Background: an optimization exercise with open tools, aiming at small area, a short achievable clock period and few clock cycles. Do not read the settings as production practice.
No run shown here included a check of the RTL's function; only the layout flow was run.
Power figures rest on the tool's default switching activity, not on a simulated workload.

## flow/design.v (module list and top-level ports; edited modules follow where they fit)
// module milestone1: 764 lines
// module m1_fa: 4 lines
// module m1_ha: 4 lines
module milestone1 (
		input logic CLOCK_50_I,
		input logic resetn,
		output logic SRAM_we_n,
		output logic [17:0] SRAM_address,
		output logic [15:0] SRAM_write_data,
		input logic [15:0] SRAM_read_data,
		input logic M1_enable,
		output logic M1_finish
);
  // ...
==> flow/run.sh <==
#!/bin/bash
# synth_recipe.tcl (not shown) runs the flow's synth.tcl, then flattens the netlist and writes it again
# the make line also repeats each setting of config.mk as NAME=value (left out here)
make -C /OpenROAD-flow-scripts/flow DESIGN_CONFIG=/design/flow/config.mk WORK_HOME=/design/flow/orfs CLKGATE_MAP_FILE= SYNTH_SCRIPT=/design/flow/synth_recipe.tcl finish
==> flow/config.mk <==
export PLATFORM = sky130hd
export DESIGN_NAME = milestone1
export DESIGN_NICKNAME = milestone1
export VERILOG_FILES = /design/flow/design.v
export SDC_FILE = /design/flow/constraint.sdc
export NUM_CORES = 4
export LEC_CHECK = 0
export CAP_MARGIN = 20
export CORE_MARGIN = 2
export CORE_UTILIZATION = 40
export CTS_BUF_LIST = sky130_fd_sc_hd__clkbuf_4 sky130_fd_sc_hd__clkbuf_8
export PLACE_DENSITY = 0.6
export SLEW_MARGIN = 20
export SYNTH_HIERARCHICAL = 1
export SYNTH_MINIMUM_KEEP_SIZE = 0
==> flow/constraint.sdc <==
create_clock -name core_clock -period 14.0 [get_ports {CLOCK_50_I}]
set_input_delay 2.8000 -clock core_clock [delete_from_list [all_inputs] [get_ports {CLOCK_50_I}]]
set_output_delay 2.8000 -clock core_clock [all_outputs]
set_load 0.01 [all_outputs]
==> flow_metrics.py, run 1 <==
metrics = {
    "die": {
        "dieWidth_um": 242,
        "num_rows": 87,
    },
    "cells_and_area": {
        "num-multi-input-gates": 1376,
        "drive_above_1_share_pct": 10.9,
        "final_cell_mix": "ha_1 (220), fa_1 (211), inv_1 (190)",
        "fill_cells": 5140,
        "inv_count": 191,
        "layout_commonest_cell": "ha_1",
        "regArea_sq_um": 8450,
        "num-nets-final": 2479,
    },
    "power": {
        "p_seq_share_pct": 49.7,
        "swShare_pct": 20.7,
        "power_frac_clock_pct": 49.8,
    },
    "logic_synthesis": {
        "synth.most_common_cell": "ha_1",
        "yosys.area_share.simple_pct": 7.31,
        "synth_top_family_by_area": "adder cells",
        "synthCells": 1961,
        "synthesis.nets": 2411,
    },
    "critical_path": {
        "path_buf_inv": 1,
        "slowest_stage": "dfxtp_1",
        "rr_worst_depth": 13,
        "crit_arrival_ps": 5390,
        "crit_start": "pvr[6]",
        "reg2reg_to": "tgr[8]",
    },
    "cts": {
        "cts_max_level": 2,
    },
    "route": {
        "remaining_drc_errors": 0,
        "finalWirelength_um": 55000,
        "post_drt_via_cell_ratio": 5.15,
    },
    "status": {
        "status": "complete, no violations",
    },
    "timing": {
        "slew_headroom_pct": 41.1,
        "rsz0062_at_grt": "false",
    },
    "placement": {
        "hpwlAfterDp_um": 43500,
    },
}
==> inputs of run 2 (changes only) <==
==> flow/flow/run.sh (new file) <==
#!/bin/bash
# Standard layout, with repair_timing asked for extra setup margin so that the
# optimiser works on paths well inside the design's clock period.
# Each step's full output goes to a log file of its own in this folder.
set -euo pipefail
MARGIN=${MARGIN:-10}
bash standard.sh synth > synth.log 2>&1
bash standard.sh SETUP_SLACK_MARGIN=$MARGIN finish > layout.log 2>&1
==> flow/standard.sh (new file) <==
#!/bin/bash
# synth_recipe.tcl (not shown) runs the flow's synth.tcl, then flattens the netlist and writes it again
# the make line also repeats each setting of config.mk as NAME=value (left out here)
make -C /OpenROAD-flow-scripts/flow DESIGN_CONFIG=/design/flow/config.mk WORK_HOME=/design/flow/orfs CLKGATE_MAP_FILE= SYNTH_SCRIPT=/design/flow/synth_recipe.tcl "${@:-finish}"
--- a/flow/config.mk
+++ b/flow/config.mk
@@ -9,5 +9,4 @@
 export CORE_MARGIN = 2
 export CORE_UTILIZATION = 40
-export CTS_BUF_LIST = sky130_fd_sc_hd__clkbuf_4 sky130_fd_sc_hd__clkbuf_8
 export PLACE_DENSITY = 0.6
 export SLEW_MARGIN = 20
removed: flow/run.sh
==> run 2 against run 1 <==
Sequential power hardly changed. Wire length increased by 1.7%. Flip-flop and latch count unchanged. Core utilization rose by 2.0 points. Critical endpoint is now pur[6]. Largest power group is now registers.
==> flow_metrics.py, run 2 <==
metrics = {
    "status": {
        "status": "complete, no violations",
    },
    "cells_and_area": {
        "num-nets-final": 2541,
        "area_growth_pct": 16.9,
        "final_cell_mix": "ha_1 (205), fa_1 (197), inv_1 (168)",
        "regArea_sq_um": 8550,
        "top_regs": "qu: 48 flops, qv: 48 flops, ytr: 23 flops",
        "fill_cells": 5136,
        "finalNonFillerCells": 2878,
        "layout_commonest_cell": "ha_1",
        "multi_input_area_sq_um": 13800,
        "antenna_cells": 0,
        "drive_above_1_share_pct": 18.3,
    },
    "cts": {
        "clock-sinks": 339,
        "cts_max_level": 2,
        "cts_root_buf": "clkbuf_16",
        "path_clk_slew_ps": 60,
        "cts.path.max_buffers": 3,
        "cts_tree": "yes",
        "cts_buffers": 39,
        "clk_latency_ps": 580,
        "ctsHoldBuffers": 0,
    },
    "route": {
        "num_vias": 14800,
        "route.met2.wl_um": 26000,
        "drt_iter0_markers": 792,
        "dr.max_layer_used": "met4",
        "finalWirelength_um": 56000,
        "remaining_drc_errors": 0,
        "drt-met1-wl_um": 26400,
        "met3_length_um": 2090,
        "post_drt_via_cell_ratio": 5.16,
        "wl_per_cell_um": 19.5,
        "ant_nets": 0,
        "drt-pass1-iter-count": 5,
    },
    "timing": {
        "fmax_mhz": 245,
        "skew_ps": 27.9,
        "setup_tns_ps": 0,
        "worstMarginPinSlew_ps": 996,
        "slew_headroom_pct": 33.6,
        "maxSlewViolCount": 0,
        "min_period_ps": 4080,
        "setup_viol": 0,
        "hold_viol_final": 0,
        "fin_ws_ps": 9920,
        "fin_crit_sh_pct": 29.2,
        "rsz0062_at_grt": "true",
    },
    "critical_path": {
        "cp_max_fo": 4,
        "worstReg2RegStart": "s1r[6]",
        "reg2reg_to": "pur[6]",
        "critPathKind": "register to register",
        "worst_setup_path_start_kind": "register",
        "cp_data_required_time_ps": 14470,
        "cp-end-kind": "register",
        "crit_arrival_ps": 4550,
        "rrSetupSlack_ps": 9920,
        "rr_worst_depth": 14,
    },
    "logic_synthesis": {
        "synth-main-ff-cell": "dfxtp_1",
        "async_flop_share_pct": 15.0,
        "synth_compound_area_share_pct": 10.1,
        "synth_edf_count": 137,
        "synth_cell_types": 77,
        "yosysTopAreaCell": "fa_1",
        "yosys-top-cells-count": "ha_1 (220), fa_1 (211), inv_1 (190), dfxtp_1 (151), edfxtp_1 (137)",
        "synth_top_family_by_area": "adder cells",
        "synthesis.nets": 2411,
        "synthCells": 1961,
        "avgSynthCellArea_sq_um": 11.6,
        "yosys.area_share.simple_pct": 7.31,
        "synth_top_area_share_pct": 18.6,
        "synth_area_leaders": "fa_1 (19%), edfxtp_1 (18%), dfxtp_1 (13%)",
        "syn-cell-area_sq_um": 22700,
        "synth.most_common_cell": "ha_1",
        "synth_xor_area_share_pct": 4.62,
        "synth_mux_area_share_pct": 6.07,
        "ys_warn_count": 9,
        "ys_seq_area_share_pct": 37.1,
        "synthAdderAreaFrac_pct": 30.7,
        "synth-seq-cells": 339,
    },
    "global_routing": {
        "antenna_found_initial": 0,
        "grt_pass1_vias": 15600,
        "grt_max_degree": 81,
        "grt-ovfl-total": 0,
        "grtUsageTotal_pct": 19.3,
        "grt_pass1_wl_um": 88200,
    },
    "placement": {
        "portBuffers": 54,
        "hpwlAfterDp_um": 43100,
        "gp_congestion": 0.910,
        "dp_cells": 2726,
        "pre_cts_ws_ps": 9380,
    },
    "die": {
        "dieWidth_um": 242,
        "start_util_pct": 40.4,
        "num_rows": 87,
        "core_region_area_sq_um": 56300,
        "die-area_sq_um": 58800,
        "ios": 55,
        "fp.dieH_um": 242,
    },
    "power": {
        "switchingPower_uw": 432,
        "internal_power_mw": 1.62,
        "p_seq_share_pct": 49.7,
        "power_frac_clock_pct": 49.8,
        "power_density_nw_per_um2": 77.2,
        "combPwrFrac_pct": 0.5,
        "swShare_pct": 21.0,
        "power_leakage_nw": 11.0,
        "peakVddDrop_uv": 103,
    },
    "min_path": {
        "hold_class": "register to register",
        "hold_depth": 0,
        "worstHoldStart": "qv[5][4]",
        "whs_endpoint": "qv[4][4]",
    },
    "flow_run": {
        "max_cap_viol_count": 0,
    },
}
[run 2: cell counts after synthesis]
Identical to the previous run, type by type.
[run 2: cell type report]
cell class,count,area share (%)
timing repair buffer,144,4.52
clock inverter,21,0.913
clock buffer,51,3.95
inverter,191,2.95
sequential,339,32.2
tap,756,3.56
multi-input combinational,1376,52.0
[run 2: modules after synthesis (local to each module, per instance)]
module | cells inside | cell area (sq um) | flip-flops and latches
milestone1 | 1711 | 18100 | 339
m1_fa | 1 | 20.0 | 0
m1_ha | 1 | 12.5 | 0
[run 2: how the worst max path moves through the flow]
stage	start	end	slack, ps	depth (start not counted)
CTS	pur[6]	tgr[8]	9860	14
floorplan	pur[6]	tgr[8]	9990	14
global route	s1r[6]	pur[8]	9780	13
global placement	pur[1]	tgr[8]	9420	13
detailed placement	pur[1]	tgr[8]	9380	13
finish	s1r[6]	pur[6]	9920	14
[run 2: per-stage QoR]
stage / power (mW) / hold slack, ps / util [%] / instance area (sq um)
floorplan: 1.05 / 421 / - / 22800
global placement: 1.05 / 427 / 42.9 / 24100
detailed placement: 1.05 / 431 / 42.9 / 24100
CTS: 2.08 / 445 / 46.3 / 26000
global route: 2.12 / 450 / 47.3 / 26600
finish: 2.05 / 444 / 47.3 / 26600
[run 2: routing by layer]
metal / vias up / GRT usage (%)
li1: 7076 / -
met1: 7420 / 26.7
met2: 267 / 31.3
met3: 83 / 2.87
met4: 0 / 5.72
met5: - / 0
[run 2: critical path, stage by stage, from the launching register on]
cell and delay [ps]:
dfxtp_2 340, ha_4 240, fa_2 340, fa_1 570
fa_1 430, fa_1 500, ha_4 320, nand4_1 110
inv_1 80, o211ai_1 230, buf_4 230, a21oi_2 110
a211o_1 150, a21boi_4 70, mux2_2 260
[run 2: cell families after synthesis]
kind of cell             count (synthesis)
adder cells (fa/ha/maj)                431
buffers and inverters                  246
flip-flops                             339
XOR/XNOR                               120
multiplexers                           112
AO/OA/AOI/OAI                          359
AND/OR/NAND/NOR                        354
[run 2: timing repair]
item,in CTS,in global routing
pin swaps,25,43
buffers inserted,44,36
gates resized for setup,136,71
setup endpoints to repair,75,45
[run 2: power by group through the flow]
stage          registers [mW]  logic [mW]  clock network [mW]
2_1_floorplan            1.04     0.00103                   0
3_3_place_gp             1.04      0.0104                   0
3_5_place_dp             1.04      0.0107                   0
4_1_cts                  1.02      0.0107                1.05
5_1_grt                  1.02      0.0116                1.09
6_report                 1.02      0.0104                1.02

==> port drivers added, routing unchanged <==
In the flow no input, the clock included, has a driving cell. The finished layouts below were timed again as built, in two steps. Step 1 sets driving cells, clkbuf_16 on the clock port and buf_2 on the other inputs (assumed; they add their load-dependent delay and slew). Step 2 times the ports against the registers' clock, not the clock port: input delays grow and output delays shrink by t, the midpoint of the rising clock arrivals with the driver on. Slacks: ideal ports / drivers / drivers and shift; pairs: ideal ports / drivers.
| run | t (ns) | slack for setup (ns) | worst setup path at the end | worst slew at a driven data input, ns |
|---|---|---|---|---|
| run 1 | 0.697 | 9.134 / 9.134 / 9.134 | register to register | 0.06 |
| run 2 | 0.621 | 9.918 / 9.918 / 9.918 | register to register | 0.06 |
After both steps setup and hold are still met in every run listed.
